What follows belongs to an exercise in optimizing a design on an open flow for small area, a short achievable clock period and few clock cycles; a production flow would make more cautious choices.
RTL that was checked went through simulation tests only; none was proved equivalent to the original.
Only the layout flow was run in run 1; the RTL was not checked for function there.
Power figures rest on the tool's default switching activity, not on a simulated workload.

==> design/flow/design.v <==
module aoi222 (
    input  logic a1, b1, a2, b2, a3, b3,
    output logic y
);
    assign y = ~((a1 & b1) | (a2 & b2) | (a3 & b3));
endmodule
module rdport (
    input  logic [31:1]       sel,      
    input  logic [31:1][31:0] r,
    output logic [31:0]       q
);
    for (genvar n = 0; n < 32; n++) begin : g_bit
        logic [10:0] t;
        for (genvar k = 0; k < 10; k++) begin : g_aoi
            aoi222 u (.a1(sel[3*k+1]), .b1(r[3*k+1][n]),
                      .a2(sel[3*k+2]), .b2(r[3*k+2][n]),
                      .a3(sel[3*k+3]), .b3(r[3*k+3][n]), .y(t[k]));
        end
        assign t[10] = ~(sel[31] & r[31][n]);
        assign q[n]  = ~&t;
    end
endmodule
module Register_file (
    input  logic        clk,
    input  logic        we,
    input  logic [4:0]  waddr,
    input  logic [31:0] wdata,
    input  logic [4:0]  raddr1,
    input  logic [4:0]  raddr2,
    output logic [31:0] rdata1,
    output logic [31:0] rdata2
);
    logic [31:1][31:0] regs;
    always_ff @(posedge clk)
        for (int i = 1; i < 32; i++)
            if (we && waddr == i) regs[i] <= wdata;
    logic [31:1] s1, s2;
    always_comb
        for (int i = 1; i < 32; i++) begin
            s1[i] = (raddr1 == i);
            s2[i] = (raddr2 == i);
        end
    rdport p1 (.sel(s1), .r(regs), .q(rdata1));
    rdport p2 (.sel(s2), .r(regs), .q(rdata2));
endmodule
module add_rc #(parameter int W = 32) (
    input  logic [W-1:0] a,
    input  logic [W-1:0] b,
    input  logic         ci,
    output logic [W-1:0] s,
    output logic         co
);
    logic [W:0] c;
    always_comb begin
        c[0] = ci;
        for (int i = 0; i < W; i++) begin
            s[i]   = a[i] ^ b[i] ^ c[i];
            c[i+1] = (a[i] & b[i]) | (a[i] & c[i]) | (b[i] & c[i]);
        end
        co = c[W];
    end
endmodule
module add_bk #(parameter int W = 32) (
    input  logic [W-1:0] a,
    input  logic [W-1:0] b,
    input  logic         ci,
    output logic [W-1:0] s,
    output logic         co
);
    localparam int LG = (W > 32) ? 6 : (W > 16) ? 5 : (W > 8) ? 4 : (W > 4) ? 3 : 2;    
    logic [W-1:0] g, p, gg, pp;
    always_comb begin
        g  = a & b;
        p  = a ^ b;
        gg = g;
        pp = p;
        gg[0] = g[0] | (p[0] & ci);
        for (int l = 1; (1 << l) <= W; l++)
            for (int j = (1 << l) - 1; j < W; j += (1 << l)) begin
                gg[j] = gg[j] | (pp[j] & gg[j - (1 << (l - 1))]);
                pp[j] = pp[j] & pp[j - (1 << (l - 1))];
            end
        for (int l = LG - 1; l >= 1; l--)
            for (int j = 3 * (1 << (l - 1)) - 1; j < W; j += (1 << l)) begin
                gg[j] = gg[j] | (pp[j] & gg[j - (1 << (l - 1))]);
                pp[j] = pp[j] & pp[j - (1 << (l - 1))];
            end
        s  = p ^ {gg[W-2:0], ci};
        co = gg[W-1];
    end
endmodule
module inc_rc #(parameter int W = 32) (
    input  logic [W-1:0] a,
    input  logic         ci,
    output logic [W-1:0] s
);
    logic [W:0] c;
    always_comb begin
        c[0] = ci;
        for (int i = 0; i < W; i++) begin
            s[i]   = a[i] ^ c[i];
            c[i+1] = a[i] & c[i];
        end
    end
endmodule
module mdu (
    input  logic        clk,
    input  logic        rst,
    input  logic        start,       
    input  logic [2:0]  f3,
    input  logic [31:0] a,
    input  logic [31:0] b,
    output logic        quick,       
    output logic        busy,        
    output logic        wb,          
    output logic [31:0] result,
    output logic        sh_req,      
    output logic [31:0] sh_val,
    output logic [4:0]  sh_amt,
    input  logic [31:0] sh_res
);
    logic [3:0]  cnt;    
    logic [2:0]  fr;     
    logic [32:0] H;      
    logic [31:0] L;      
    logic [31:0] D;      
    logic        rneg, qneg;
    wire sa = (fr[1:0] == 2'b01) | (fr[1:0] == 2'b10);    
    wire sb = (fr[1:0] == 2'b01);                         
    wire        m4 = (cnt == 4'd0) & sb & L[3];
    wire        an = sa & D[31];                          
    logic [5:0] mneg;
    inc_rc #(6) u_mneg (.a(~{m4, m4, L[3:0]} & {6{an}}), .ci(an), .s(mneg));
    localparam int TW = 38;
    logic [TW-1:0] rows [0:6];
    always_comb begin
        rows[0] = {{5{H[32]}}, H};
        for (int i = 0; i < 4; i++)
            rows[i+1] = {{TW-32{1'b0}}, D & {32{L[i]}}} << i;
        rows[5] = {{2{m4}}, ~D & {32{m4}}, 4'd0};
        rows[6] = {mneg, 32'd0} | ({{TW-1{1'b0}}, m4} << 4);    
    end
    logic [TW-1:0] cs_s, cs_c;
    always_comb begin
        cs_s = rows[0];
        cs_c = rows[1];
        for (int r = 2; r <= 6; r++) begin
            logic [TW-1:0] ns, nc;
            ns = cs_s ^ cs_c ^ rows[r];
            nc = ((cs_s & cs_c) | (cs_s & rows[r]) | (cs_c & rows[r])) << 1;
            cs_s = ns;
            cs_c = nc;
        end
    end
    logic [TW-1:0] t;
    logic          t_co;
    add_rc #(TW) u_mcpa (.a(cs_s), .b(cs_c), .ci(1'b0), .s(t), .co(t_co));
    wire sgn   = ~f3[0];
    wire a_neg = sgn & a[31];
    wire b_neg = sgn & b[31];
    logic [31:0] ua, ud;
    inc_rc #(32) u_nega (.a(a ^ {32{a_neg}}), .ci(a_neg), .s(ua));
    inc_rc #(32) u_negb (.a(b ^ {32{b_neg}}), .ci(b_neg), .s(ud));
    wire b_zero = (b == 32'd0);
    function automatic [5:0] bitlen(input [31:0] x);
        bitlen = 6'd0;
        for (int i = 0; i < 32; i++) if (x[i]) bitlen = 6'(i + 1);
    endfunction
    wire [5:0] la = bitlen(ua);
    wire [5:0] ld = bitlen(ud);
    wire       a_short = (la < ld);           
    wire [5:0] n = la - ld;                   
    assign sh_req = f3[2];
    assign sh_val = ud;
    assign sh_amt = {n[4:1], 1'b0};
    logic [32:0] dA;
    logic        geA;
    add_bk #(33) u_subA (.a({1'b0, H[31:0]}), .b(~{D, 1'b0}), .ci(1'b1), .s(dA), .co(geA));
    wire  [31:0] rA = geA ? dA[31:0] : H[31:0];
    logic [31:0] dB;
    logic        geB;
    add_bk #(32) u_subB (.a(rA), .b(~D), .ci(1'b1), .s(dB), .co(geB));
    wire  [31:0] rB = geB ? dB : rA;
    wire  [31:0] qB = {L[29:0], geA, geB};
    wire [31:0] dx   = fr[1] ? rB : qB;
    wire        dneg = fr[1] ? rneg : qneg;
    logic [31:0] dres;
    inc_rc #(32) u_negr (.a(dx ^ {32{dneg}}), .ci(dneg), .s(dres));
    assign quick = f3[2] ? (b_zero | a_short) : ((a == 32'd0) | (b == 32'd0));
    assign wb    = busy & (cnt == 4'd0);
    always_comb begin
        if (!busy) result = (f3[2] & f3[1]) ? a : {32{f3[2] & b_zero}};
        else if (fr[2]) result = dres;
        else result = (fr[1:0] == 2'b00) ? {t[3:0], L[31:4]} : t[35:4];
    end
    always_ff @(posedge clk) begin
        if (rst)
            busy <= 1'b0;
        else if (busy) begin
            if (wb) busy <= 1'b0;
        end else if (start & ~quick)
            busy <= 1'b1;
        if (!busy) begin
            fr   <= f3;
            rneg <= a_neg;
            qneg <= sgn & (a[31] ^ b[31]);
            if (f3[2]) begin
                cnt <= {1'b0, n[4:1]};
                H   <= {1'b0, ua};
                L   <= 32'd0;
                D   <= sh_res;
            end else begin
                cnt <= 4'd7;
                H   <= 33'd0;
                L   <= b;
                D   <= a;
            end
        end else begin
            cnt <= cnt - 4'd1;
            if (fr[2]) begin
                H <= {1'b0, rB};
                L <= qB;
                D <= D >> 2;
            end else begin
                H <= t[36:4];
                L <= {t[3:0], L[31:4]};
            end
        end
    end
endmodule
module TopLevel (
    input  logic        clk,
    input  logic        rst,
    output logic [31:0] imem_addr,
    input  logic [31:0] imem_rdata,
    output logic        dmem_we,
    output logic [3:0]  dmem_mask,
    output logic [31:0] dmem_addr,
    output logic [31:0] dmem_wdata,
    input  logic [31:0] dmem_rdata
);
    logic [31:2] pc_f;           
    logic [31:2] pc_x;           
    logic        pred_x;         
    logic [31:2] ir;             
    logic        v_x;            
    logic [31:0] res_m;          
    logic [31:0] sd_m;           
    logic [3:0]  mask_m;
    logic        we_m;           
    logic        wen_m;          
    logic        ld_m;           
    logic [4:0]  rd_m;
    logic [2:0]  lf3_m;          
    assign imem_addr  = {pc_f, 2'b00};
    assign dmem_we    = we_m;
    assign dmem_mask  = mask_m;
    assign dmem_addr  = res_m;
    assign dmem_wdata = sd_m;
    wire [4:0] opc      = ir[6:2];
    wire       op_lui   = (opc == 5'b01101);
    wire       op_auipc = (opc == 5'b00101);
    wire       op_jal   = (opc == 5'b11011);
    wire       op_jalr  = (opc == 5'b11001);
    wire       op_br    = (opc == 5'b11000);
    wire       op_load  = (opc == 5'b00000);
    wire       op_store = (opc == 5'b01000);
    wire       op_imm   = (opc == 5'b00100);
    wire       op_reg   = (opc == 5'b01100);
    wire [2:0] f3       = ir[14:12];
    wire [4:0] rd       = ir[11:7];
    wire [4:0] rs1      = ir[19:15];
    wire [4:0] rs2      = ir[24:20];
    wire       is_mdu   = op_reg & ir[25];
    wire       writes   = (op_lui | op_auipc | op_jal | op_jalr | op_load | op_imm | op_reg) & (rd != 5'd0);
    wire       uses1    = ~(op_lui | op_auipc | op_jal);
    wire       uses2    = op_reg | op_store | op_br;
    wire [31:0] imm_i = {{20{ir[31]}}, ir[31:20]};
    wire [31:0] imm_s = {{20{ir[31]}}, ir[31:25], ir[11:7]};
    wire [31:0] imm_u = {ir[31:12], 12'b0};
    wire [31:2] imm_b = {{19{ir[31]}}, ir[31], ir[7], ir[30:25], ir[11:9]};
    wire [31:2] imm_j = {{11{ir[31]}}, ir[31], ir[19:12], ir[20], ir[30:22]};
    logic [31:0] rf1, rf2, wb;
    Register_file regfile (
        .clk(clk), .we(wen_m), .waddr(rd_m), .wdata(wb),
        .raddr1(rs1), .raddr2(rs2), .rdata1(rf1), .rdata2(rf2));
    wire fwd1 = wen_m & (rd_m == rs1);
    wire fwd2 = wen_m & (rd_m == rs2);
    wire [31:0] rs1v = fwd1 ? res_m : rf1;
    wire [31:0] rs2v = fwd2 ? res_m : rf2;
    wire load_use = ld_m & ((uses1 & (rd_m == rs1)) | (uses2 & (rd_m == rs2)));
    wire [31:0] a_op = op_auipc ? {pc_x, 2'b00} : (op_lui ? 32'd0 : rs1v);
    wire [31:0] b_op = (op_reg | op_br) ? rs2v : (op_store ? imm_s : ((op_lui | op_auipc) ? imm_u : imm_i));
    wire        sub  = op_br | (op_reg & ((f3 == 3'b000 & ir[30]) | f3 == 3'b010 | f3 == 3'b011))
                             | (op_imm & (f3 == 3'b010 | f3 == 3'b011));
    logic [32:0] sum;
    add_rc #(32) u_alu_add (.a(a_op), .b(b_op ^ {32{sub}}), .ci(sub), .s(sum[31:0]), .co(sum[32]));
    wire        eq   = (sum[31:0] == 32'd0);
    wire        ltu  = ~sum[32];
    wire        lt   = (a_op[31] ^ b_op[31]) ? a_op[31] : sum[31];
    logic        md_shreq;
    logic [31:0] md_shval;
    logic [4:0]  md_shamt;
    wire        md_sh   = is_mdu & md_shreq;
    wire        sh_left = md_sh | ~f3[2];
    wire [31:0] sh_src  = md_sh ? md_shval : a_op;
    wire [4:0]  sh_amt  = md_sh ? md_shamt : b_op[4:0];
    logic [31:0] a_rev, sh_in, sh_r, sh_out;
    always_comb for (int i = 0; i < 32; i++) a_rev[i] = sh_src[31 - i];
    assign sh_in = sh_left ? a_rev : sh_src;
    wire        sh_fill = ir[30] & sh_src[31] & ~sh_left;
    assign sh_r = 32'($signed({sh_fill, sh_in}) >>> sh_amt);
    always_comb for (int i = 0; i < 32; i++) sh_out[i] = sh_left ? sh_r[31 - i] : sh_r[i];
    logic [31:0] alu;
    always_comb begin
        case (f3)
            3'b000:  alu = sum[31:0];
            3'b010:  alu = {31'd0, lt};
            3'b011:  alu = {31'd0, ltu};
            3'b100:  alu = a_op ^ b_op;
            3'b110:  alu = a_op | b_op;
            3'b111:  alu = a_op & b_op;
            default: alu = sh_out;
        endcase
    end
    logic        md_quick, md_busy, md_wb;
    logic [31:0] md_res;
    logic [4:0]  md_rd;          
    wire md_start = is_mdu & ~md_busy & ~load_use & (rd != 5'd0);
    mdu muldiv (
        .clk(clk), .rst(rst), .start(v_x & md_start), .f3(f3),
        .a(rs1v), .b(rs2v), .quick(md_quick), .busy(md_busy), .wb(md_wb), .result(md_res),
        .sh_req(md_shreq), .sh_val(md_shval), .sh_amt(md_shamt), .sh_res(sh_out));
    always_ff @(posedge clk)
        if (!md_busy) md_rd <= rd;
    wire md_hold = md_busy & (is_mdu | (uses1 & (rs1 == md_rd)) | (uses2 & (rs2 == md_rd))
                              | (writes & (rd == md_rd)));
    wire md_away = is_mdu & ~md_quick;
    wire        cond  = (f3[2] ? (f3[1] ? ltu : lt) : eq) ^ f3[0];
    wire        redir = op_jalr | (op_jal & ~pred_x) | (op_br & (cond ^ pred_x));
    logic [31:2] pc_t, pc_n;
    logic        pc_t_co;
    add_rc #(30) u_pc_add (.a(pc_x), .b(pred_x ? 30'd1 : (op_br ? imm_b : imm_j)), .ci(1'b0),
                           .s(pc_t), .co(pc_t_co));
    inc_rc #(30) u_pc_inc (.a(pc_f), .ci(1'b1), .s(pc_n));
    wire [31:2] tgt   = op_jalr ? sum[31:2] : pc_t;
    wire [31:2] link  = pred_x ? pc_t : pc_f;
    logic        predict;
    logic [10:2] pt_lo;
    wire x_alu = go & writes & (op_imm | (op_reg & ~is_mdu) | op_lui | op_auipc);
    fetch_predict u_fpred (.fi(imem_rdata), .pc_lo(pc_f[10:2]), .x_alu(x_alu), .x_rd(rd),
                           .x_zero(xres == 32'd0), .x_neg(xres[31]), .predict(predict), .pt_lo(pt_lo));
    wire [31:2] ptgt = {pc_f[31:11], pt_lo};
    logic [31:0] xres;
    always_comb begin
        if (op_jal | op_jalr)          xres = {link, 2'b00};
        else if (is_mdu)               xres = md_res;
        else if (op_reg | op_imm)      xres = alu;
        else                           xres = sum[31:0];
    end
    logic [31:0] sd;
    logic [3:0]  mask;
    always_comb begin
        if (f3[1]) begin
            sd = rs2v; mask = 4'b1111;
        end else if (f3[0]) begin
            sd = {2{rs2v[15:0]}}; mask = sum[1] ? 4'b1100 : 4'b0011;
        end else begin
            sd = {4{rs2v[7:0]}}; mask = 4'b0001 << sum[1:0];
        end
    end
    wire stall = v_x & (load_use | md_hold | (md_wb & (writes | op_store)));
    wire go    = v_x & ~stall;
    wire md_wr = md_wb;
    logic [31:2] pc_alt, pc_d;
    always_comb begin
        if (rst)             pc_alt = 30'd0;
        else if (stall)      pc_alt = pc_f;
        else if (go & redir) pc_alt = tgt;
        else                 pc_alt = pc_n;
    end
    wire pred_ok = ~rst & ~stall & ~(go & redir);
    pc_select u_pcsel (.sel(predict & pred_ok), .a(ptgt), .b(pc_alt), .y(pc_d));
    always_ff @(posedge clk) begin
        pc_f <= pc_d;
        if (rst)         v_x <= 1'b0;
        else if (!stall) v_x <= ~(go & redir);
    end
    always_ff @(posedge clk)
        if (!stall) begin
            ir   <= imem_rdata[31:2];
            pc_x   <= pc_f;
            pred_x <= predict;
        end
    always_ff @(posedge clk) begin
        if (rst) begin
            we_m  <= 1'b0;
            wen_m <= 1'b0;
            ld_m  <= 1'b0;
        end else begin
            we_m  <= go & op_store;
            wen_m <= md_wr | (go & writes & ~md_away);
            ld_m  <= go & op_load & writes;
        end
        res_m  <= md_wr ? md_res : xres;
        sd_m   <= sd;
        mask_m <= mask;
        rd_m   <= md_wr ? md_rd : rd;
        lf3_m  <= f3;
    end
    wire [31:0] ld_sh = dmem_rdata >> {res_m[1:0], 3'b000};
    logic [31:0] ldata;
    always_comb begin
        case (lf3_m[1:0])
            2'b00:   ldata = {{24{~lf3_m[2] & ld_sh[7]}},  ld_sh[7:0]};
            2'b01:   ldata = {{16{~lf3_m[2] & ld_sh[15]}}, ld_sh[15:0]};
            default: ldata = dmem_rdata;
        endcase
    end
    assign wb = ld_m ? ldata : res_m;
endmodule
module fetch_predict (
    input  logic [31:0] fi,
    input  logic [10:2] pc_lo,
    input  logic        x_alu,       
    input  logic [4:0]  x_rd,
    input  logic        x_zero,      
    input  logic        x_neg,       
    output logic        predict,
    output logic [10:2] pt_lo
);
    wire        f_br  = (fi[6:2] == 5'b11000) & (fi[7] == fi[31]);      
    wire        f_jal = (fi[6:2] == 5'b11011) & ({fi[19:12], fi[20]} == {9{fi[31]}});
    wire        s1 = x_alu & (fi[19:15] == x_rd) & (fi[24:20] == 5'd0);
    wire        s2 = x_alu & (fi[24:20] == x_rd) & (fi[19:15] == 5'd0);
    logic       lt, taken;
    always_comb begin
        if (s1) lt = fi[13] ? 1'b0 : x_neg;
        else    lt = fi[13] ? ~x_zero : (~x_neg & ~x_zero);
        taken = (fi[14] ? lt : x_zero) ^ fi[12];
    end
    wire        known = s1 | s2;
    wire [10:2] f_imm = {fi[30:25], fi[2] ? fi[24:22] : fi[11:9]};
    logic       c;
    add_bk #(9) u_add (.a(pc_lo), .b(f_imm), .ci(1'b0), .s(pt_lo), .co(c));
    assign predict = ((f_br & (known ? taken : fi[31])) | f_jal) & (c == fi[31]);
endmodule
module pc_select (
    input  logic        sel,
    input  logic [31:2] a,
    input  logic [31:2] b,
    output logic [31:2] y
);
    assign y = sel ? a : b;
endmodule
==> design/flow/flow/run.sh <==
#!/bin/bash
set -euo pipefail
bash standard.sh \
  BUFFER_PORTS_ARGS="-buffer_cell sky130_fd_sc_hd__buf_4" \
  SETUP_SLACK_MARGIN=102.5 \
  finish > flow.log 2>&1
==> design/flow/standard.sh <==
#!/bin/bash
# synth_recipe.tcl (not shown) runs the flow's synth.tcl, then flattens the netlist and writes it again
# the make line also repeats each setting of config.mk as NAME=value (left out here)
make -C /OpenROAD-flow-scripts/flow DESIGN_CONFIG=/design/flow/config.mk WORK_HOME=/design/flow/orfs CLKGATE_MAP_FILE= SYNTH_SCRIPT=/design/flow/synth_recipe.tcl "${@:-finish}"
==> design/flow/config.mk <==
export PLATFORM = sky130hd
export DESIGN_NAME = TopLevel
export DESIGN_NICKNAME = TopLevel
export VERILOG_FILES = /design/flow/design.v
export SDC_FILE = /design/flow/constraint.sdc
export NUM_CORES = 4
export LEC_CHECK = 0
export CAP_MARGIN = 20
export CORE_MARGIN = 2
export CORE_UTILIZATION = 45
export SLEW_MARGIN = 20
export SYNTH_HIERARCHICAL = 1
==> design/flow/constraint.sdc <==
create_clock -name core_clock -period 130.0 [get_ports {clk}]
set_input_delay 26.0000 -clock core_clock [delete_from_list [all_inputs] [get_ports {clk}]]
set_output_delay 26.0000 -clock core_clock [all_outputs]
set_load 0.01 [all_outputs]
==> summary.md, run 1 <==
| Metric | Value |
|---|---|
| CTS Buf Count | `143` |
| Cell Pwr Density | `17.6 mW/mm^2` |
| Worst EP required | `130.71 ns` |
| Routed via count | `68,800` |
| Crit end category | `register` |
| Nets | `7,737` |
| Met2 Track Usage GR | `60.8%` |
| Post-DP HPWL | `255,000 um` |
| WHS Path Cells | `1` |
| Fraction of layout cells with a size suffix above 1 | `16.1%` |
| Startpoint types | `primary input` |
| DR WL/cell | `39.2 um` |
| Slew @ Worst Pin | `1.28 ns` |
| Worst R2R Path Depth | `58` |
| Mapped Cells | `6,833` |
| Gpl congestion | `1.06` |
| Footprint of the multi-input gates | `0.0399 sq mm` |
| Busiest layer in global routing | `met2` |
| Hold Path Sink | `muldiv.cnt[0]` |
| Post-route setup slack | `101.73 ns` |
| Die Area | `0.177 sq mm` |
| Final setup violation count | `0` |
| Placement Rows | `152` |
| DRT antenna net count | `0` |
| Power, Total | `1580 uW` |
| Pin count of the biggest net entering global routing | `80` |
| RSZ-0062 raised after global routing | `yes` |
| WL final | `376,000 um` |
| Area growth syn-to-layout | `14.8%` |
| Capturing point of the worst reg2reg path | `pc_f[22]` |
| CTS Buffer Depth | `3` |
| Initial antenna violation count | `29` |
| Die H | `420 um` |
| R2r startpoint | `ir[24]` |
| First-pass GRT wire length | `511,000 um` |
| Yosys warns | `20` |
| Grt met1 use | `50.1%` |
| Worst hold path type | `reg2reg` |
| WS Path Type | `in2reg` |
| Cell Area, Synth | `0.0781 sq mm` |
| IR drop worst, VDD | `0.0000116 V` |
| WHS | `0.490 ns` |
| HP Start | `muldiv.cnt[0]` |
| Fmax | `35.4 MHz` |
| Final Skew | `0.0630 ns` |
| Worst-path fanout max | `8` |
| Setup tns final | `0 ns` |
| Initial Util | `45.4%` |
| Pre-CTS WS | `100.15 ns` |
| Vias in the first global route | `64,600` |
| Core Util, Final | `52.1%` |
| Initial DRC count | `13,600` |
| Syn Area/Cell | `11.4 sq um` |
| Status | `finished clean` |
| Slew HR | `12.0%` |
| Layout fillers | `15,300` |
| Worst R2R Setup Slack | `107.77 ns` |
| CTS tree | `yes` |
| First-pass iteration count of the detailed router | `14` |
| Clock transition at path regs | `0.06 ns` |
| Vias/cell | `7.17` |
| Tcrit/Tclk final | `21.7%` |
| Max-Cap Viols | `0` |
| Clock Latency Late Sink | `0.84 ns` |
| Pins over their slew limit | `0` |
| Remaining DRCs | `0` |
| Die W | `420 um` |
| GRT met3 Usage | `14.3%` |
| Htree depth | `4` |
| IO buf count | `162` |
| Hold Violations, Final | `0` |
| P_leak | `0.0332 uW` |
| Clock Tree Root | `clkbuf_16` |
| Hold-fix buffers at CTS | `0` |
| CORE AREA | `0.172 sq mm` |
| Period minus WS final | `28.27 ns` |
| GRT Overall Usage | `41.5%` |
| Sequential Area | `0.0366 sq mm` |
| Worst path arrival time | `28.97 ns` |
| # IOs | `167` |
| Total gr overflow | `0` |
| CTS Sinks | `1,275` |
==> flip-flops by register name (all words and copies together), names as in the netlist, 30 cells and up <==
register / cells
muldiv.H: 33
muldiv.L: 32
regfile.regs: 992
res_m: 32
pc_f: 30
muldiv.D: 32
sd_m: 32
ir: 30
pc_x: 30
==> critical path, stage by stage <==
cell,delay [ns]
buf_8,0.10
mux2_4,0.32
inv_2,0.06
fa_2,0.18
inv_2,0.04
fa_2,0.35
a211oi_2,0.21
o21ai_2,0.10
a31oi_2,0.17
fa_2,0.22
inv_2,0.05
xor2_1,0.16
a21oi_2,0.26
and3_4,0.28
buf_12,0.15
mux2_4,0.30
==> cell type report <==
class,instances,share of cell area (%)
clock inverters,75,0.814
diodes,26,0.0726
inverters,379,1.59
multi-input cells,4871,44.5
clock buffers,187,4.44
well taps,2310,3.22
flip-flops and latches,1275,40.8
repair buffers,473,4.55
==> power breakdown <==
part           leakage, uW  switching (uW)  internal, uW  total, uW
sequential          0.0116            26.6           506        533
clock              0.00228             179           230        410
combinational       0.0193             417           216        633
==> per-stage QoR <==
step | instances | instance area [sq um]
after global placement | 9235 | 83500
after global routing | 9571 | 89600
final | 9596 | 89600
after floorplan | 6844 | 78300
after detailed placement | 9236 | 83500
after CTS | 9561 | 89400
==> repair_timing <==
item,4_1_cts,5_1_grt
gates cloned,20,0
setup endpoints to repair,584,164
gates resized for setup,108,13
pin swaps,30,12
buffers inserted,43,9
==> metal layers <==
layer | routed length, um | up-vias | share of wire, %
met4 | 35700 | 24 | 9.5
li1 | - | 27900 | -
met2 | 159000 | 5383 | 42
met1 | 130000 | 34200 | 35
met3 | 50700 | 1317 | 13
met5 | 168 | - | 0.045
==> worst max path at each step <==
| stage | startpoint | end | slack (ns) | cells after the start |
|---|---|---|---|---|
| floorplan | imem_rdata[2] | pc_f[10] | 101.33 | 15 |
| global placement | imem_rdata[2] | pc_f[4] | 100.16 | 15 |
| detailed placement | imem_rdata[2] | pc_f[3] | 100.15 | 15 |
| CTS | imem_rdata[2] | pc_f[13] | 101.67 | 16 |
| global route | imem_rdata[2] | pc_f[13] | 101.70 | 16 |
| finish | imem_rdata[2] | pc_f[22] | 101.73 | 16 |
==> placed cells by master, fill, tap and decap left out, drive strengths merged, types with 29 or more instances in the layout <==
master and count:
nor3 63, edfxtp 1095, ha 255, and3 33
fa 273, clkinv 50, a31oi 38, mux2i 249
nor4 43, a222oi 642, dfxtp 180, nand2 606
nor2b 29, xnor2 172, a2111o 66, o22ai 52
nand3 108, a211oi 92, nor2 428, nand4 181
mux2 150, buf 471, xor2 38, inv 391
clkbuf 187, o211ai 54, and2 121, o21ai 370
a21oi 385
==> run 2: changes to the inputs <==
--- a/design/flow/design.v
+++ b/design/flow/design.v
@@ -347,9 +347,7 @@
     wire [31:2] link  = pred_x ? pc_t : pc_f;
     logic        predict;
     logic [10:2] pt_lo;
-    wire x_alu = go & writes & (op_imm | (op_reg & ~is_mdu) | op_lui | op_auipc);
-    fetch_predict u_fpred (.fi(imem_rdata), .pc_lo(pc_f[10:2]), .x_alu(x_alu), .x_rd(rd),
-                           .x_zero(xres == 32'd0), .x_neg(xres[31]), .predict(predict), .pt_lo(pt_lo));
+    fetch_predict u_fpred (.fi(imem_rdata), .pc_lo(pc_f[10:2]), .predict(predict), .pt_lo(pt_lo));
     wire [31:2] ptgt = {pc_f[31:11], pt_lo};
     logic [31:0] xres;
     always_comb begin
@@ -422,28 +420,15 @@
 module fetch_predict (
     input  logic [31:0] fi,
     input  logic [10:2] pc_lo,
-    input  logic        x_alu,       
-    input  logic [4:0]  x_rd,
-    input  logic        x_zero,      
-    input  logic        x_neg,       
     output logic        predict,
     output logic [10:2] pt_lo
 );
-    wire        f_br  = (fi[6:2] == 5'b11000) & (fi[7] == fi[31]);      
+    wire        f_br  = (fi[6:2] == 5'b11000) & fi[31] & fi[7];
     wire        f_jal = (fi[6:2] == 5'b11011) & ({fi[19:12], fi[20]} == {9{fi[31]}});
-    wire        s1 = x_alu & (fi[19:15] == x_rd) & (fi[24:20] == 5'd0);
-    wire        s2 = x_alu & (fi[24:20] == x_rd) & (fi[19:15] == 5'd0);
-    logic       lt, taken;
-    always_comb begin
-        if (s1) lt = fi[13] ? 1'b0 : x_neg;
-        else    lt = fi[13] ? ~x_zero : (~x_neg & ~x_zero);
-        taken = (fi[14] ? lt : x_zero) ^ fi[12];
-    end
-    wire        known = s1 | s2;
     wire [10:2] f_imm = {fi[30:25], fi[2] ? fi[24:22] : fi[11:9]};
     logic       c;
     add_bk #(9) u_add (.a(pc_lo), .b(f_imm), .ci(1'b0), .s(pt_lo), .co(c));
-    assign predict = ((f_br & (known ? taken : fi[31])) | f_jal) & (c == fi[31]);
+    assign predict = (f_br | f_jal) & (c == fi[31]);
 endmodule
 module pc_select (
     input  logic        sel,
==> design/flow/run.sh (new file) <==
#!/bin/bash
# synth_recipe.tcl (not shown) runs the flow's synth.tcl, then flattens the netlist and writes it again
# the make line also repeats each setting of config.mk as NAME=value (left out here)
make -C /OpenROAD-flow-scripts/flow DESIGN_CONFIG=/design/flow/config.mk WORK_HOME=/design/flow/orfs CLKGATE_MAP_FILE= SYNTH_SCRIPT=/design/flow/synth_recipe.tcl finish
removed: design/flow/flow/run.sh
removed: design/flow/standard.sh
==> summary.md, run 2 <==
| Metric | Value |
|---|---|
| P_leak | `0.0323 uW (-2.6%)` |
| Core Util, Final | `51.3% (-0.87 points)` |
| Pins over their slew limit | `0 (unchanged)` |
| Syn Area/Cell | `11.8 sq um (+3.0%)` |
| Yosys warns | `19 (-5.0%)` |
| DR WL/cell | `39.5 um (+0.90%)` |
| Fraction of layout cells with a size suffix above 1 | `13.7% (-2.4 points)` |
| Die W | `418 um (-0.49%)` |
| Worst hold path type | `reg2reg` |
| Hold-fix buffers at CTS | `0 (unchanged)` |
| IR drop worst, VDD | `0.0000172 V (+48%)` |
| Remaining DRCs | `0 (unchanged)` |
| Power, Total | `1540 uW (-2.4%)` |
| CORE AREA | `0.171 sq mm (-0.44%)` |
| Tcrit/Tclk final | `22.7% (+1.0 points)` |
| Startpoint types | `primary input` |
| Cell Area, Synth | `0.0773 sq mm (-1.0%)` |
| Max FFs per register | `992 (unchanged)` |
| GRT met3 Usage | `13.7% (-0.58 points)` |
| Busiest layer in global routing | `met1` |
| Worst path arrival time | `30.24 ns (+1.27 ns)` |
| Reg with most FFs | `regfile.regs` |
| CTS Sinks | `1,275 (unchanged)` |
| Status | `finished clean` |
| Htree depth | `4 (unchanged)` |
| Final setup violation count | `0 (unchanged)` |
| Share of power burned in registers | `35.2% (+1.4 points)` |
| Routed via count | `66,100 (-4.0%)` |
| Vias/cell | `7.17 (about the same)` |
| Most common cell after layout, fill and taps aside | `edfxtp_1` |
| Switching pwr | `608 uW (-2.4%)` |
| Initial Util | `45.2% (-0.25 points)` |
| Nets | `7,459 (-3.6%)` |
| Clock transition at path regs | `0.08 ns (+0.02 ns)` |
| First-pass GRT wire length | `498,000 um (-2.6%)` |
| RSZ-0062 raised after global routing | `no` |
| Pin count of the biggest net entering global routing | `74 (-7.5%)` |
| Hold Violations, Final | `0 (unchanged)` |
| Clock share of power | `25.7% (-0.3 points)` |
| First-pass iteration count of the detailed router | `17 (+3)` |
| Placement Rows | `152 (unchanged)` |
| Met2 Track Usage GR | `55.7% (-5.0 points)` |
| Initial antenna violation count | `36 (+24%)` |
| Gpl congestion | `1.09 (+3.0%)` |
| Post-DP HPWL | `259,000 um (+1.5%)` |
| Initial DRC count | `13,300 (-1.9%)` |
| Setup tns final | `0 ns (unchanged)` |
| Slew HR | `6.67% (-5.3 points)` |
| IO buf count | `162 (unchanged)` |
| Die H | `418 um (-0.49%)` |
| Crit end category | `register` |
| Vias in the first global route | `61,900 (-4.2%)` |
| Cell Pwr Density | `17.5 mW/mm^2 (-0.33%)` |
| Grt met1 use | `55.9% (+5.8 points)` |
| Max-Cap Viols | `0 (unchanged)` |
| Worst-path fanout max | `30 (+22)` |
| Internal power | `929 uW (-2.5%)` |
| CTS tree | `yes` |
| CTS Buffer Depth | `3 (unchanged)` |
| Die Area | `0.175 sq mm (-0.98%)` |
| Area growth syn-to-layout | `13.6%` |
| Clock Latency Late Sink | `0.84 ns (about the same)` |
| Slew @ Worst Pin | `1.37 ns (+0.0890 ns)` |
| Sw frac | `39.6% (about the same)` |
| Post-route setup slack | `100.43 ns (-1.30 ns)` |
| Post-cts sizing count | `0 (-100%)` |
| DRT antenna net count | `0 (unchanged)` |
| Mapped Cells | `6,569 (-3.9%)` |
| # Post-CTS Setup Buffers | `0 (-100%)` |
| CTS Buf Count | `139 (-2.8%)` |
| # IOs | `167 (unchanged)` |
| Fmax | `33.8 MHz (-4.4%)` |
| GRT Overall Usage | `40.8% (-0.73 points)` |
| Clock Tree Root | `clkbuf_16` |
| WS Path Type | `in2reg` |
| Pre-CTS WS | `99.59 ns (-0.556 ns)` |
| Total gr overflow | `0 (unchanged)` |
| WL final | `365,000 um (-3.0%)` |
| Final Skew | `0.0865 ns (+0.0235 ns)` |
| Most frequent cells in the layout | `edfxtp_1 (1,095), a222oi_1 (643), nand2_1 (493)` |
| Biggest regs | `regfile.regs: 992 flops, muldiv.H: 33 flops` |
| Worst EP required | `130.67 ns (-0.04 ns)` |
| Period minus WS final | `29.57 ns (+1.30 ns)` |
| Combinational power share | `39.1% (-1.1 points)` |
-- run 2: cell count changes in the layout (fill, tap and decap cells not counted), sizes merged, moves of 40 or more --
cell           previous run  this run
o21ai                   370       304
a21oi                   385       345
nand3                   108        55
clkdlybuf4s50             0       162
buf                     471       290
nand2                   606       496
mux2                    150       215
-- run 2: power groups by stage --
stage	sequential, uW	combinational (uW)	clock, uW
floorplan	530	342	0
CTS	538	580	398
global placement	546	567	0
global route	539	634	414
detailed placement	546	575	0
finish	541	601	396
-- run 2: final timing paths --
check / start / end / slack, ns / depth (start not counted)
max: imem_rdata[2] / pc_f[22] / 100.43 / 17
min: muldiv.cnt[0] / muldiv.cnt[0] / 0.50 / 1
max reg2reg: ir[21] / pc_f[22] / 109.29 / 58
min reg2reg: muldiv.cnt[0] / muldiv.cnt[0] / 0.50 / 1
-- run 2: worst max-delay path, stage by stage --
cell,delay [ns]
clkdlybuf4s50_1,0.64
mux2_2,0.38
inv_1,0.08
fa_1,0.17
inv_1,0.05
fa_1,0.42
a211oi_2,0.20
o21ai_1,0.12
a31oi_1,0.24
fa_1,0.26
inv_1,0.08
nor4_1,0.16
a32oi_1,0.16
a211oi_2,0.19
nor3b_2,0.19
buf_4,0.51
mux2_4,0.35
-- run 2: layout make-up --
| type | instances | area [sq um] |
|---|---|---|
| Clock buffer | 185 | 3710 |
| Sequential cell | 1275 | 36500 |
| Antenna cell | 22 | 55.1 |
| Timing Repair Buffer | 453 | 3810 |
| Multi-Input combinational cell | 4633 | 38800 |
| Fill cell | 15200 | 83400 |
| Clock inverter | 63 | 763 |
| Tap cell | 2233 | 2790 |
| Inverter | 362 | 1360 |
-- run 2: metrics by stage --
step	area, sq um	cells	hold WS [ns]
4_1_cts	87700	9203	0.502
3_3_place_gp	83200	8954	0.480
3_5_place_dp	83200	8955	0.491
5_1_grt	87700	9206	0.510
6_report	87800	9226	0.502
2_1_floorplan	77300	6580	0.454
-- run 2: routing by layer --
metal	routed length, um	vias up
li1	-	26900
met1	141000	33100
met2	145000	5111
met3	52500	936
met4	26100	22
met5	146	-
Testbench counts of run 2, summed over its fixed seeds: cycles 49,680.
==> run 3: changes to the inputs <==
--- a/design/flow/design.v
+++ b/design/flow/design.v
@@ -347,8 +347,9 @@
     wire [31:2] link  = pred_x ? pc_t : pc_f;
     logic        predict;
     logic [10:2] pt_lo;
-    fetch_predict u_fpred (.fi(imem_rdata), .pc_lo(pc_f[10:2]), .predict(predict), .pt_lo(pt_lo));
-    wire [31:2] ptgt = {pc_f[31:11], pt_lo};
+    wire x_alu = go & writes & (op_imm | (op_reg & ~is_mdu) | op_lui | op_auipc);
+    fetch_predict u_fpred (.fi(imem_rdata), .pc_lo(pc_f[10:2]), .x_alu(x_alu), .x_rd(rd),
+                           .x_zero(xres == 32'd0), .x_neg(xres[31]), .predict(predict), .pt_lo(pt_lo));
     logic [31:0] xres;
     always_comb begin
         if (op_jal | op_jalr)          xres = {link, 2'b00};
@@ -377,8 +378,9 @@
         else if (go & redir) pc_alt = tgt;
         else                 pc_alt = pc_n;
     end
-    wire pred_ok = ~rst & ~stall & ~(go & redir);
-    pc_select u_pcsel (.sel(predict & pred_ok), .a(ptgt), .b(pc_alt), .y(pc_d));
+    wire pred_ok = ~rst & ~stall & ~(go & redir) & ~(&pc_f[10:2]);
+    pc_select u_pcsel (.sel(predict & pred_ok), .a(pt_lo), .b(pc_alt[10:2]), .y(pc_d[10:2]));
+    assign pc_d[31:11] = pc_alt[31:11];
     always_ff @(posedge clk) begin
         pc_f <= pc_d;
         if (rst)         v_x <= 1'b0;
@@ -388,7 +390,7 @@
         if (!stall) begin
             ir   <= imem_rdata[31:2];
             pc_x   <= pc_f;
-            pred_x <= predict;
+            pred_x <= predict & pred_ok;
         end
     always_ff @(posedge clk) begin
         if (rst) begin
@@ -420,21 +422,48 @@
 module fetch_predict (
     input  logic [31:0] fi,
     input  logic [10:2] pc_lo,
+    input  logic        x_alu,       
+    input  logic [4:0]  x_rd,
+    input  logic        x_zero,      
+    input  logic        x_neg,       
     output logic        predict,
     output logic [10:2] pt_lo
 );
-    wire        f_br  = (fi[6:2] == 5'b11000) & fi[31] & fi[7];
-    wire        f_jal = (fi[6:2] == 5'b11011) & ({fi[19:12], fi[20]} == {9{fi[31]}});
-    wire [10:2] f_imm = {fi[30:25], fi[2] ? fi[24:22] : fi[11:9]};
-    logic       c;
-    add_bk #(9) u_add (.a(pc_lo), .b(f_imm), .ci(1'b0), .s(pt_lo), .co(c));
-    assign predict = (f_br | f_jal) & (c == fi[31]);
+    wire        f_br  = (fi[6:2] == 5'b11000) & (fi[7] == fi[31]);
+    wire        s1 = x_alu & (fi[19:15] == x_rd) & (fi[24:20] == 5'd0);
+    wire        s2 = x_alu & (fi[24:20] == x_rd) & (fi[19:15] == 5'd0);
+    logic       lt, taken;
+    always_comb begin
+        if (s1) lt = fi[13] ? 1'b0 : x_neg;
+        else    lt = fi[13] ? ~x_zero : (~x_neg & ~x_zero);
+        taken = (fi[14] ? lt : x_zero) ^ fi[12];
+    end
+    wire        known = s1 | s2;
+    logic       c, c_unused;
+    add_bk #(9) u_add (.a(pc_lo), .b({fi[30:25], fi[11:9]}), .ci(1'b0), .s(pt_lo), .co(c_unused));
+    carry9 u_c (.a(pc_lo), .b({fi[30:25], fi[11:9]}), .c(c));
+    assign predict = f_br & (known ? taken : fi[31]) & (c == fi[31]);
+endmodule
+module carry9 (
+    input  logic [8:0] a,
+    input  logic [8:0] b,
+    output logic       c
+);
+    wire [8:0] g = a & b;
+    wire [8:0] p = a | b;
+    logic [2:0] gg, pp;
+    always_comb
+        for (int k = 0; k < 3; k++) begin
+            gg[k] = g[3*k+2] | (p[3*k+2] & g[3*k+1]) | (p[3*k+2] & p[3*k+1] & g[3*k]);
+            pp[k] = p[3*k+2] & p[3*k+1] & p[3*k];
+        end
+    assign c = gg[2] | (pp[2] & gg[1]) | (pp[2] & pp[1] & gg[0]);
 endmodule
 module pc_select (
     input  logic        sel,
-    input  logic [31:2] a,
-    input  logic [31:2] b,
-    output logic [31:2] y
+    input  logic [10:2] a,
+    input  logic [10:2] b,
+    output logic [10:2] y
 );
     assign y = sel ? a : b;
 endmodule
==> design/flow/flow/run.sh (new file) <==
#!/bin/bash
set -euo pipefail
bash standard.sh \
  BUFFER_PORTS_ARGS="-buffer_cell sky130_fd_sc_hd__buf_4" \
  CTS_ARGS="-sink_clustering_enable -repair_clock_nets -dont_use_dummy_load -sink_clustering_size 30 -sink_clustering_max_diameter 100" \
  SETUP_SLACK_MARGIN=102 \
  finish > flow.log 2>&1
==> design/flow/standard.sh (new file) <==
#!/bin/bash
# synth_recipe.tcl (not shown) runs the flow's synth.tcl, then flattens the netlist and writes it again
# the make line also repeats each setting of config.mk as NAME=value (left out here)
make -C /OpenROAD-flow-scripts/flow DESIGN_CONFIG=/design/flow/config.mk WORK_HOME=/design/flow/orfs CLKGATE_MAP_FILE= SYNTH_SCRIPT=/design/flow/synth_recipe.tcl "${@:-finish}"
--- a/design/flow/config.mk
+++ b/design/flow/config.mk
@@ -7,6 +7,6 @@
 export LEC_CHECK = 0
 export CAP_MARGIN = 20
 export CORE_MARGIN = 2
-export CORE_UTILIZATION = 45
+export CORE_UTILIZATION = 52
 export SLEW_MARGIN = 20
 export SYNTH_HIERARCHICAL = 1
removed: design/flow/run.sh
==> summary.md, run 3 <==
| Metric | Value |
|---|---|
| Initial Util | `52.5% (+7.3 points)` |
| Worst path arrival time | `28.47 ns (-1.77 ns)` |
| First-pass GRT wire length | `479,000 um (-3.6%)` |
| Die Area | `0.153 sq mm (-13%)` |
| Initial antenna violation count | `32 (-11%)` |
| Sw frac | `41.6% (+2.0 points)` |
| Cell Area, Synth | `0.0778 sq mm (+0.65%)` |
| CP Buf/Inv Count | `2 (-3)` |
| IO buf count | `162 (unchanged)` |
| Post-DP HPWL | `245,000 um (-5.4%)` |
| Vias/cell | `7.57 (+5.7%)` |
| Area growth syn-to-layout | `8.49%` |
| Routed via count | `67,300 (+1.9%)` |
| Fraction of layout cells with a size suffix above 1 | `13.0% (-0.64 points)` |
| GRT Overall Usage | `44.6% (+3.8 points)` |
| Period minus WS final | `28.05 ns (-1.51 ns)` |
| WL final | `354,000 um (-3.0%)` |
| Htree depth | `2 (-2)` |
| Placement Rows | `141 (-7.2%)` |
| Vias in the first global route | `61,800 (-0.18%)` |
| CP cell instances | `buf_4 -> mux2_2 -> a21oi_1 -> nor3_4 -> nor2_1 -> o31a_1 -> buf_6 -> a21oi_4` |
| IR drop worst, VDD | `0.0000133 V (-23%)` |
| R2r startpoint | `ir[21]` |
| Pins over their slew limit | `0 (unchanged)` |
| Die W | `391 um (-6.6%)` |
| Slew HR | `14.4% (+7.7 points)` |
| Clock transition at path regs | `0.09 ns (about the same)` |
| Post-route setup slack | `101.95 ns (+1.51 ns)` |
| CTS Buf Count | `56 (-60%)` |
| Internal power | `778 uW (-16%)` |
| Setup tns final | `0 ns (unchanged)` |
| Final setup violation count | `0 (unchanged)` |
| Startpoint types | `primary input` |
| Slew @ Worst Pin | `1.25 ns (-0.124 ns)` |
| Core Util, Final | `56.9% (+5.7 points)` |
| Syn Area/Cell | `11.5 sq um (-2.3%)` |
| Yosys warns | `21 (+2)` |
| Most frequent cells in the layout | `edfxtp_1 (1,095), a222oi_1 (641), nand2_1 (594)` |
| HP Start | `muldiv.cnt[0]` |
| CTS Sinks | `1,275 (unchanged)` |
| Pin count of the biggest net entering global routing | `76 (+2.7%)` |
| WS Path Type | `in2reg` |
| CTS tree | `yes` |
| Clock Tree Root | `clkbuf_16` |
| Share of power burned in registers | `40.2% (+5.0 points)` |
| Crit path largest cell delay | `0.70 ns (+0.06 ns)` |
| Biggest regs | `regfile.regs: 992 flops, muldiv.H: 33 flops` |
| P_leak | `0.0312 uW (-3.4%)` |
| Total gr overflow | `0 (unchanged)` |
| Max-Cap Viols | `0 (unchanged)` |
| Combinational power share | `44.6% (+5.5 points)` |
| Switching pwr | `554 uW (-9.0%)` |
| DR WL/cell | `39.8 um (+0.58%)` |
| Hold Violations, Final | `0 (unchanged)` |
| CTS Buffer Depth | `3 (unchanged)` |
| Status | `finished clean` |
| Reg with most FFs | `regfile.regs` |
| Worst-path fanout max | `24 (-20%)` |
| CP startpoint | `dmem_rdata[15]` |
| Placed cell count | `8,799 (-1.7%)` |
| Most common cell after layout, fill and taps aside | `edfxtp_1` |
| Clock Latency Late Sink | `0.77 ns (-0.07 ns)` |
| Initial DRC count | `14,600 (+9.5%)` |
| Clock share of power | `15.3% (-10 points)` |
| First-pass iteration count of the detailed router | `12 (-5)` |
| Post-route cell area | `0.0844 sq mm (-3.9%)` |
| Placed Area | `0.0827 sq mm (-0.67%)` |
| Pre-CTS WS | `101.05 ns (+1.46 ns)` |
| Worst hold path type | `reg2reg` |
| Crit end category | `register` |
| CORE AREA | `0.148 sq mm (-13%)` |
| Remaining DRCs | `0 (unchanged)` |
| Max FFs per register | `992 (unchanged)` |
| RSZ-0062 raised after global routing | `no` |
| Slowest CP cell | `a21oi_4` |
| Nets | `7,539 (+1.1%)` |
| # IOs | `167 (unchanged)` |
| Crit path max-delay family | `compound AO/OA/AOI/OAI gates` |
| Die H | `391 um (-6.6%)` |
| DRT antenna net count | `0 (unchanged)` |
| Cell Pwr Density | `15.8 mW/mm^2 (-9.9%)` |
| Tcrit/Tclk final | `21.6% (-1.2 points)` |
| Gpl congestion | `1.05 (-3.7%)` |
| Worst EP required | `130.42 ns (-0.25 ns)` |
| Final Skew | `0.150 ns (+0.0633 ns)` |
| Mapped Cells | `6,770 (+3.1%)` |
| Non-filler instance count after layout | `8,894 (-3.6%)` |
| Fmax | `35.6 MHz (+5.4%)` |
run 3: changes by cell type in the layout (fill, tap and decap cells not counted), sizes merged, moves of 43 or more:
cell           previous run  this run
clkinv                   46         3
clkbuf                  186        57
nand2                   496       600
clkdlybuf4s50           162         0
a21oi                   345       441
mux2                    215       143
buf                     290       425
run 3: final timing paths:
kind                                          end  slack [ns]  cells past startpoint
worst max-delay path            regfile.regs[987]      101.95                      8
worst min-delay path                muldiv.cnt[0]        0.50                      1
worst max register to register            pc_f[9]      108.37                     60
worst min register to register      muldiv.cnt[0]        0.50                      1
run 3: cell type report:
cell class	count	area [sq um]
fillers	12700	63800
multi-input cells	4813	39400
flip-flops and latches	1275	36500
repair buffers	426	3260
well taps	1930	2410
clock buffers	56	1400
inverters	373	1400
diodes	21	52.6
run 3: power by group through the flow:
| stage | Clock [uW] | Combinational [uW] | Sequential [uW] |
|---|---|---|---|
| finish | 203 | 594 | 535 |
| global route | 215 | 625 | 535 |
| CTS | 203 | 556 | 533 |
| detailed placement | 0 | 550 | 542 |
| global placement | 0 | 541 | 542 |
| floorplan | 0 | 335 | 530 |
run 3: metal layers:
layer	track usage, %	vias to the layer above	wire, um
met5	0	-	97
met4	19.2	16	19500
met3	19.0	851	63700
met2	59.4	5759	137000
met1	62.9	33500	134000
li1	-	27200	-
run 3: stage by stage:
step / hold slack [ns] / power (uW)
after floorplan: 0.436 / 865
after global placement: 0.475 / 1080
after detailed placement: 0.481 / 1090
after CTS: 0.493 / 1290
after global routing: 0.510 / 1370
final: 0.497 / 1330
run 3: repair_timing:
item	in CTS	in global routing
gates cloned	1	9
resized for setup	1	7
hold buffers	0	0
pin swaps	1	12
setup endpoints to repair	310	430
buffers inserted	0	7
run 3: worst reg2reg max path, delay by kind of cell, from the launching register on:
family | cells | cell delay, ns
adders and majority gates | 31 | 12.31
and+or+nand+nor | 10 | 3.71
AOI/OAI and AO/OA | 9 | 2.51
buffers and inverters | 6 | 1.40
DFF | 1 | 0.76
muxes | 2 | 0.49
xor gates and xnor gates | 2 | 0.32
Testbench counts of run 3, summed over its fixed seeds: cycles 49,025.
==> run 4: changes to the inputs <==
==> design/flow/run.sh (new file) <==
#!/bin/bash
# synth_recipe.tcl (not shown) runs the flow's synth.tcl, then flattens the netlist and writes it again
# the make line also repeats each setting of config.mk as NAME=value (left out here)
make -C /OpenROAD-flow-scripts/flow DESIGN_CONFIG=/design/flow/config.mk WORK_HOME=/design/flow/orfs CLKGATE_MAP_FILE= SYNTH_SCRIPT=/design/flow/synth_recipe.tcl finish
--- a/design/flow/config.mk
+++ b/design/flow/config.mk
@@ -7,6 +7,6 @@
 export LEC_CHECK = 0
 export CAP_MARGIN = 20
 export CORE_MARGIN = 2
-export CORE_UTILIZATION = 52
+export CORE_UTILIZATION = 45
 export SLEW_MARGIN = 20
 export SYNTH_HIERARCHICAL = 1
removed: design/flow/flow/run.sh
removed: design/flow/standard.sh
==> summary.md, run 4 <==
| Metric | Value |
|---|---|
| Crit path max-delay family | `buffers and inverters` |
| Layout fillers | `15,100 (+19%)` |
| Placed Area | `0.0836 sq mm (+1.1%)` |
| Initial DRC count | `12,700 (-13%)` |
| Combinational power share | `38.1% (-6.5 points)` |
| HP Start | `muldiv.cnt[0]` |
| WHS | `0.493 ns (-0.00361 ns)` |
| Hold-fix buffers at CTS | `0 (unchanged)` |
| R2r startpoint | `ir[21]` |
| Die H | `420 um (+7.4%)` |
| Setup tns final | `0 ns (unchanged)` |
| Die W | `420 um (+7.4%)` |
| Pins over their slew limit | `0 (unchanged)` |
| Clock Tree Root | `clkbuf_16` |
| IO buf count | `162 (unchanged)` |
| Period minus WS final | `29.10 ns (+1.04 ns)` |
| Htree depth | `4 (+2)` |
| Clock Latency Late Sink | `0.83 ns (+0.06 ns)` |
| Pin count of the biggest net entering global routing | `73 (-3.9%)` |
| Mapped Cells | `6,770 (unchanged)` |
| Power, Total | `1540 uW (+15%)` |
| # IOs | `167 (unchanged)` |
| Final Skew | `0.0466 ns (-0.103 ns)` |
| Sequential Area | `0.0365 sq mm (unchanged)` |
| P_leak | `0.0326 uW (+4.5%)` |
| CP startpoint | `dmem_rdata[31]` |
| Area growth syn-to-layout | `13.7%` |
| WL final | `365,000 um (+3.1%)` |
| Worst hold path type | `reg2reg` |
| RSZ-0062 raised after global routing | `no` |
| Fraction of layout cells with a size suffix above 1 | `12.6% (-0.42 points)` |
| CORE AREA | `0.172 sq mm (+16%)` |
| Most common cell after layout, fill and taps aside | `edfxtp_1` |
| CP cell instances | `clkdlybuf4s50_1 -> mux2_2 -> a21oi_1 -> nor3_2 -> nor2_1 -> o31a_1 -> buf_4 -> a21oi_2 -> buf_4` |
| Worst path arrival time | `29.71 ns (+1.24 ns)` |
| Max FFs per register | `992 (unchanged)` |
| Post-route cell area | `0.0884 sq mm (+4.8%)` |
| Vias/cell | `7.08 (-6.6%)` |
| Post-DP HPWL | `259,000 um (+6.0%)` |
| CTS Buf Count | `140 (+150%)` |
| Worst EP required | `130.62 ns (+0.20 ns)` |
| GRT Overall Usage | `40.7% (-4.0 points)` |
| Switching pwr | `602 uW (+8.7%)` |
| Cell Area, Synth | `0.0778 sq mm (unchanged)` |
| Biggest regs | `regfile.regs: 992 flops, muldiv.H: 33 flops` |
| Nets | `7,621 (+1.1%)` |
| First-pass GRT wire length | `499,000 um (+4.1%)` |
| Worst-path fanout max | `19 (-21%)` |
| DRT antenna net count | `0 (unchanged)` |
| Tcrit/Tclk final | `22.4% (+0.80 points)` |
| Die Area | `0.176 sq mm (+15%)` |
| Crit end category | `register` |
| Fmax | `34.4 MHz (-3.6%)` |
| CTS tree | `yes` |
| DR WL/cell | `38.5 um (-3.2%)` |
| IR drop worst, VDD | `0.0000152 V (+14%)` |
| CP Buf/Inv Count | `3 (+1)` |
| Startpoint types | `primary input` |
| Footprint of the multi-input gates | `0.0392 sq mm (-0.48%)` |
| Slew HR | `9.00% (-5.4 points)` |
| Slew @ Worst Pin | `1.33 ns (+0.0785 ns)` |
| Clock share of power | `26.8% (+12 points)` |
| Post-cts sizing count | `0 (-1)` |
| Initial antenna violation count | `33 (+3.1%)` |
| Initial Util | `45.3% (-7.2 points)` |
| Most frequent cells in the layout | `edfxtp_1 (1,095), a222oi_1 (641), nand2_1 (594)` |
| Cell Pwr Density | `17.4 mW/mm^2 (+10%)` |
| Gpl congestion | `1.06 (+1.1%)` |
| WS Path Type | `in2reg` |
| Hold Violations, Final | `0 (unchanged)` |
| Remaining DRCs | `0 (unchanged)` |
| Slowest CP cell | `clkdlybuf4s50_1` |
| # Post-CTS Setup Buffers | `0 (unchanged)` |
| Status | `finished clean` |
| Placement Rows | `152 (+7.8%)` |
| Clock transition at path regs | `0.06 ns (-0.03 ns)` |
| Yosys warns | `21 (unchanged)` |
| Max-Cap Viols | `0 (unchanged)` |
| Critical path's most frequent cell | `buf_4` |
| Routed via count | `67,100 (-0.44%)` |
| Sw frac | `39.2% (-2.4 points)` |
| Crit path largest cell delay | `0.75 ns (+0.05 ns)` |
| Final setup violation count | `0 (unchanged)` |
| Total gr overflow | `0 (unchanged)` |
| Syn Area/Cell | `11.5 sq um (unchanged)` |
| CTS Sinks | `1,275 (unchanged)` |
| First-pass iteration count of the detailed router | `14 (+2)` |
| Share of power burned in registers | `35.1% (-5.1 points)` |
| Reg with most FFs | `regfile.regs` |
| Internal power | `935 uW (+20%)` |
| CTS Buffer Depth | `3 (unchanged)` |
| Vias in the first global route | `62,600 (+1.4%)` |
run 4: through the flow:
stage | setup WS (ns) | utilization [%] | instances
CTS | 101.10 | 51.4 | 9455
detailed placement | 100.25 | 48.7 | 9195
finish | 100.90 | 51.5 | 9477
floorplan | 101.39 | - | 6781
global placement | 100.31 | 48.7 | 9195
global route | 100.91 | 51.5 | 9456
run 4: final cells by class:
cell class | instances | share of cell area, %
Inverter | 373 | 1.58
Timing Repair Buffer | 434 | 4.14
Clock buffer | 171 | 4.16
Multi-Input combinational cell | 4803 | 44.3
Tap cell | 2310 | 3.27
Antenna cell | 22 | 0.0623
Clock inverter | 89 | 1.20
Sequential cell | 1275 | 41.3
run 4: worst reg2reg max path, delay by kind of cell, from the launching register on:
| kind | cells | cell delay, ns |
|---|---|---|
| AO/OA/AOI/OAI | 9 | 2.79 |
| XOR/XNOR | 2 | 0.38 |
| adder cells (fa/ha/maj) | 33 | 13.16 |
| buffers and inverters | 7 | 1.15 |
| flip-flops | 1 | 0.72 |
| multiplexers | 2 | 0.48 |
| AND/OR/NAND/NOR | 9 | 3.26 |
run 4: per-layer routing:
| layer | up-vias | wire length, um | track usage, % |
|---|---|---|---|
| met3 | 877 | 51800 | 14.2 |
| met4 | 30 | 23500 | 22.1 |
| met1 | 33700 | 141000 | 55.0 |
| li1 | 27500 | - | - |
| met2 | 4962 | 148000 | 56.7 |
| met5 | - | 304 | 0.361 |
run 4: worst paths after layout:
| check | endpoint | slack (ns) | depth (start not counted) |
|---|---|---|---|
| min reg2reg | muldiv.cnt[0] | 0.49 | 1 |
| min | muldiv.cnt[0] | 0.49 | 1 |
| max | regfile.regs[22] | 100.90 | 9 |
| max reg2reg | pc_f[3] | 107.93 | 62 |
run 4: power groups by stage:
stage | Sequential, uW | Combinational [uW] | Clock [uW]
after global routing | 539 | 620 | 430
final | 540 | 585 | 412
after global placement | 546 | 553 | 0
after detailed placement | 547 | 559 | 0
after floorplan | 531 | 333 | 0
after CTS | 538 | 564 | 415
==> run 5: changes to the inputs <==
--- a/design/flow/design.v
+++ b/design/flow/design.v
@@ -251,7 +251,7 @@
     logic        wen_m;          
     logic        ld_m;           
     logic [4:0]  rd_m;
-    logic [2:0]  lf3_m;          
+    logic [9:0]  lsel_m;         
     assign imem_addr  = {pc_f, 2'b00};
     assign dmem_we    = we_m;
     assign dmem_mask  = mask_m;
@@ -357,6 +357,19 @@
         else if (op_reg | op_imm)      xres = alu;
         else                           xres = sum[31:0];
     end
+    wire        l_b = (f3[1:0] == 2'b00), l_h = (f3[1:0] == 2'b01), l_w = f3[1];
+    wire [1:0]  la  = sum[1:0];
+    wire [9:0]  lsel = {
+        l_b & ~f3[2],                                
+        l_h & ~f3[2],                                
+        l_w,                                         
+        l_h & la[1],                                 
+        (l_h & ~la[1]) | l_w,                        
+        ~l_w & (la == 2'd3),                         
+        ~l_w & (la == 2'd2),                         
+        ~l_w & (la == 2'd1),                         
+        l_w | (la == 2'd0),                          
+        1'b0};                                       
     logic [31:0] sd;
     logic [3:0]  mask;
     always_comb begin
@@ -406,18 +419,9 @@
         sd_m   <= sd;
         mask_m <= mask;
         rd_m   <= md_wr ? md_rd : rd;
-        lf3_m  <= f3;
+        lsel_m <= (go & op_load & writes & ~md_wr) ? lsel : 10'b00_0000_0001;
     end
-    wire [31:0] ld_sh = dmem_rdata >> {res_m[1:0], 3'b000};
-    logic [31:0] ldata;
-    always_comb begin
-        case (lf3_m[1:0])
-            2'b00:   ldata = {{24{~lf3_m[2] & ld_sh[7]}},  ld_sh[7:0]};
-            2'b01:   ldata = {{16{~lf3_m[2] & ld_sh[15]}}, ld_sh[15:0]};
-            default: ldata = dmem_rdata;
-        endcase
-    end
-    assign wb = ld_m ? ldata : res_m;
+    ld_wb u_ldwb (.sel(lsel_m), .d(dmem_rdata), .r(res_m), .wb(wb));
 endmodule
 module fetch_predict (
     input  logic [31:0] fi,
@@ -467,3 +471,19 @@
 );
     assign y = sel ? a : b;
 endmodule
+module ld_wb (
+    input  logic [9:0]  sel,
+    input  logic [31:0] d,
+    input  logic [31:0] r,
+    output logic [31:0] wb
+);
+    wire sign_b = (sel[1] & d[7]) | (sel[2] & d[15]) | (sel[3] & d[23]) | (sel[4] & d[31]);
+    wire sign_h = (sel[5] & d[15]) | (sel[6] & d[31]);
+    wire ext_b  = sel[9] & sign_b;
+    wire ext_h  = sel[8] & sign_h;
+    assign wb[7:0]   = ({8{sel[1]}} & d[7:0]) | ({8{sel[2]}} & d[15:8]) | ({8{sel[3]}} & d[23:16])
+                     | ({8{sel[4]}} & d[31:24]) | ({8{sel[0]}} & r[7:0]);
+    assign wb[15:8]  = ({8{sel[5]}} & d[15:8]) | ({8{sel[6]}} & d[31:24]) | {8{ext_b}}
+                     | ({8{sel[0]}} & r[15:8]);
+    assign wb[31:16] = ({16{sel[7]}} & d[31:16]) | {16{ext_h | ext_b}} | ({16{sel[0]}} & r[31:16]);
+endmodule
==> design/flow/flow/run.sh (new file) <==
#!/bin/bash
set -euo pipefail
bash standard.sh \
  BUFFER_PORTS_ARGS="-buffer_cell sky130_fd_sc_hd__buf_4" \
  CTS_ARGS="-sink_clustering_enable -repair_clock_nets -dont_use_dummy_load -sink_clustering_size 24 -sink_clustering_max_diameter 80" \
  SETUP_SLACK_MARGIN=102.3 \
  finish > flow.log 2>&1
==> design/flow/standard.sh (new file) <==
#!/bin/bash
# synth_recipe.tcl (not shown) runs the flow's synth.tcl, then flattens the netlist and writes it again
# the make line also repeats each setting of config.mk as NAME=value (left out here)
make -C /OpenROAD-flow-scripts/flow DESIGN_CONFIG=/design/flow/config.mk WORK_HOME=/design/flow/orfs CLKGATE_MAP_FILE= SYNTH_SCRIPT=/design/flow/synth_recipe.tcl "${@:-finish}"
--- a/design/flow/config.mk
+++ b/design/flow/config.mk
@@ -7,6 +7,6 @@
 export LEC_CHECK = 0
 export CAP_MARGIN = 20
 export CORE_MARGIN = 2
-export CORE_UTILIZATION = 45
+export CORE_UTILIZATION = 52
 export SLEW_MARGIN = 20
 export SYNTH_HIERARCHICAL = 1
removed: design/flow/run.sh
==> summary.md, run 5 <==
| Metric | Value |
|---|---|
| Status | `finished clean` |
| Tcrit/Tclk final | `21.4% (-0.95 points)` |
| Worst R2R Setup Slack | `107.76 ns (-0.17 ns)` |
| Hold-fix buffers at CTS | `0 (unchanged)` |
| Nets | `7,599 (-0.29%)` |
| Area growth syn-to-layout | `9.62%` |
| Vias/cell | `7.63 (+7.8%)` |
| Final setup violation count | `0 (unchanged)` |
| Die H | `392 um (-6.6%)` |
| Htree depth | `3 (-1)` |
| CTS Buf Count | `80 (-43%)` |
| CTS tree | `yes` |
| Pins over their slew limit | `0 (unchanged)` |
| Most common cell after layout, fill and taps aside | `edfxtp_1` |
| Clock Tree Root | `clkbuf_16` |
| Slew HR | `7.66% (-1.3 points)` |
| Die W | `392 um (-6.6%)` |
| Vias in the first global route | `64,300 (+2.7%)` |
| Pin count of the biggest net entering global routing | `98 (+34%)` |
| CP cell instances | `buf_4 -> a22o_4 -> o21ai_4 -> nand3_2` |
| Die Area | `0.154 sq mm (-13%)` |
| CORE AREA | `0.150 sq mm (-13%)` |
| WS Path Type | `in2reg` |
| Gpl congestion | `1.09 (+2.8%)` |
| Max FFs per register | `992 (unchanged)` |
| Initial antenna violation count | `38 (+15%)` |
| Yosys warns | `21 (unchanged)` |
| Clock transition at path regs | `0.06 ns (about the same)` |
| IO buf count | `162 (unchanged)` |
| Syn Area/Cell | `11.6 sq um (+1.1%)` |
| WL final | `376,000 um (+3.2%)` |
| Total gr overflow | `0 (unchanged)` |
| Worst path arrival time | `28.02 ns (-1.69 ns)` |
| Remaining DRCs | `0 (unchanged)` |
| Met3 wire len | `54,100 um (+4.5%)` |
| Worst EP required | `130.16 ns (-0.46 ns)` |
| WHS Path Cells | `1 (unchanged)` |
| Max-Cap Viols | `0 (unchanged)` |
| Most frequent cells in the layout | `edfxtp_1 (1,095), a222oi_1 (654), nand2_1 (498)` |
| Cell Area, Synth | `0.0784 sq mm (+0.74%)` |
| Setup tns final | `0 ns (unchanged)` |
| Fraction of layout cells with a size suffix above 1 | `14.0% (+1.4 points)` |
| Crit end category | `register` |
| GRT Overall Usage | `47.9% (+7.3 points)` |
| Slew @ Worst Pin | `1.39 ns (+0.0580 ns)` |
| CTS Sinks | `1,282 (+0.55%)` |
| Worst R2R Path Depth | `64 (+3.2%)` |
| Initial Util | `52.3% (+7.0 points)` |
| Top Layer Used | `met5` |
| Post-DP HPWL | `265,000 um (+2.4%)` |
| P_leak | `0.0319 uW (-2.1%)` |
| Period minus WS final | `27.86 ns (-1.23 ns)` |
| First-pass GRT wire length | `511,000 um (+2.4%)` |
| Crit path largest cell delay | `0.84 ns (+0.09 ns)` |
| Startpoint types | `primary input` |
| Final Skew | `0.132 ns (+0.0855 ns)` |
| Biggest regs | `regfile.regs: 992 flops, muldiv.H: 33 flops` |
| Fmax | `35.9 MHz (+4.4%)` |
| Routed via count | `68,800 (+2.6%)` |
| Initial DRC count | `15,100 (+18%)` |
| Worst-path fanout max | `31 (+12)` |
| Core Util, Final | `57.3% (+5.9 points)` |
| WHS | `0.510 ns (+0.0171 ns)` |
| Mapped Cells | `6,748 (-0.32%)` |
| Slowest CP cell | `nand3_2` |
| Met1 Wirelength | `127,000 um (-9.9%)` |
| DR WL/cell | `41.7 um (+8.4%)` |
| CTS Buffer Depth | `3 (unchanged)` |
| Placed Area | `0.0837 sq mm (about the same)` |
| Layout fillers | `12,700 (-16%)` |
| First-pass iteration count of the detailed router | `14 (unchanged)` |
| Clock Latency Late Sink | `0.79 ns (-0.04 ns)` |
| Post-route cell area | `0.0859 sq mm (-2.8%)` |
| Non-filler instance count after layout | `9,019 (-4.8%)` |
| DRT antenna net count | `0 (unchanged)` |
| RSZ-0062 raised after global routing | `yes` |
| Hold Violations, Final | `0 (unchanged)` |
| Reg with most FFs | `regfile.regs` |
| Worst hold path type | `reg2reg` |
| Routed wl met2 | `157,000 um (+5.8%)` |
| Cell Pwr Density | `16.0 mW/mm^2 (-8.0%)` |
| IR drop worst, VDD | `0.0000149 V (-2.0%)` |
| # IOs | `167 (unchanged)` |
| Placed cell count | `8,911 (-3.1%)` |
| Placement Rows | `142 (-6.6%)` |
## run 5: changes by cell type in the layout (fill, tap and decap cells not counted), sizes merged, moves of 19 or more
| cell | delta |
|---|---|
| o22ai | -20 |
| clkdlybuf4s50 | -162 |
| a22oi | +21 |
| clkbuf | -91 |
| and3 | +23 |
| a21oi | -130 |
| clkinv | -68 |
| nand3 | +34 |
| mux2i | +19 |
| nand2 | -83 |
| ha | +23 |
| a211oi | +32 |
| buf | +202 |
## run 5: worst paths after layout
path             startpoint                end
max          dmem_rdata[31]  regfile.regs[157]
min           muldiv.cnt[0]      muldiv.cnt[0]
max reg2reg          ir[24]            pc_f[9]
min reg2reg   muldiv.cnt[0]      muldiv.cnt[0]
## run 5: routing by layer
layer | vias up | global-route usage [%]
li1 | 27400 | -
met1 | 33800 | 58.3
met2 | 6015 | 70.1
met3 | 1516 | 16.5
met4 | 18 | 36.6
met5 | - | 0
## run 5: what timing repair did
item,in CTS,in global routing
cloned,0,0
setup endpoints to repair,240,146
gates resized for setup,13,6
pin swaps,1,1
setup buffers,2,0
## run 5: final cells by class
type                            count  area (sq um)  area share [%]
Multi-Input combinational cell   4766         39600            46.2
Tap cell                         2016          2520            2.94
Timing Repair Buffer              475          3610            4.20
Inverter                          377          1420            1.65
Sequential cell                  1282         36600            42.7
Clock buffer                       80          2000            2.33
Antenna cell                       23          57.6          0.0670
## run 5: power by group
group,total (uW),internal [uW],switching [uW]
Combinational,587,195,392
Clock,245,109,137
Sequential,541,508,32.9
## run 5: metrics by stage
stage          worst slack (ns)  power (uW)
4_1_cts                  102.10        1340
2_1_floorplan            102.05         864
3_3_place_gp             101.11        1090
5_1_grt                  102.19        1420
6_report                 102.14        1370
3_5_place_dp             101.02        1100
## run 5: critical path: cells and delay by family
kind / cells / cell delay (ns)
compound gates: 2 / 1.01
buf+inv: 1 / 0.15
simple gates: 1 / 0.84
Testbench counts of run 5, summed over its fixed seeds: cycles 49,025.

## static timing again, ports no longer ideal
Ports are ideal in the flow. The routed layouts listed here were re-timed in OpenROAD.
Step 1 sets driving cells, clkbuf_16 on the clock port and buf_2 on the other inputs (assumed; they add their load-dependent delay and slew).
Step 2 also shifts input and output timing later by t, the mid clock arrival at the registers, as if the neighbouring blocks saw the same clock.
Three values: no drivers, after step 1, after step 2; two values: the first two.
run	t, ns	setup WS [ns]	latest minus earliest clock arrival (ns)
run 1	0.895	101.730 / 101.774 / 100.879	0.066 / 0.066
run 2	0.875	100.434 / 100.493 / 99.618	0.087 / 0.086
run 3	0.786	101.947 / 101.928 / 101.214	0.150 / 0.150
run 4	0.890	100.904 / 100.964 / 100.074	0.046 / 0.046
run 5	0.808	102.139 / 102.166 / 101.358	0.132 / 0.132
After both steps setup and hold are still met in every run listed. For run 1, which loses most, drivers alone change the setup slack by +0.044 ns; drivers and shift together by -0.851 ns.
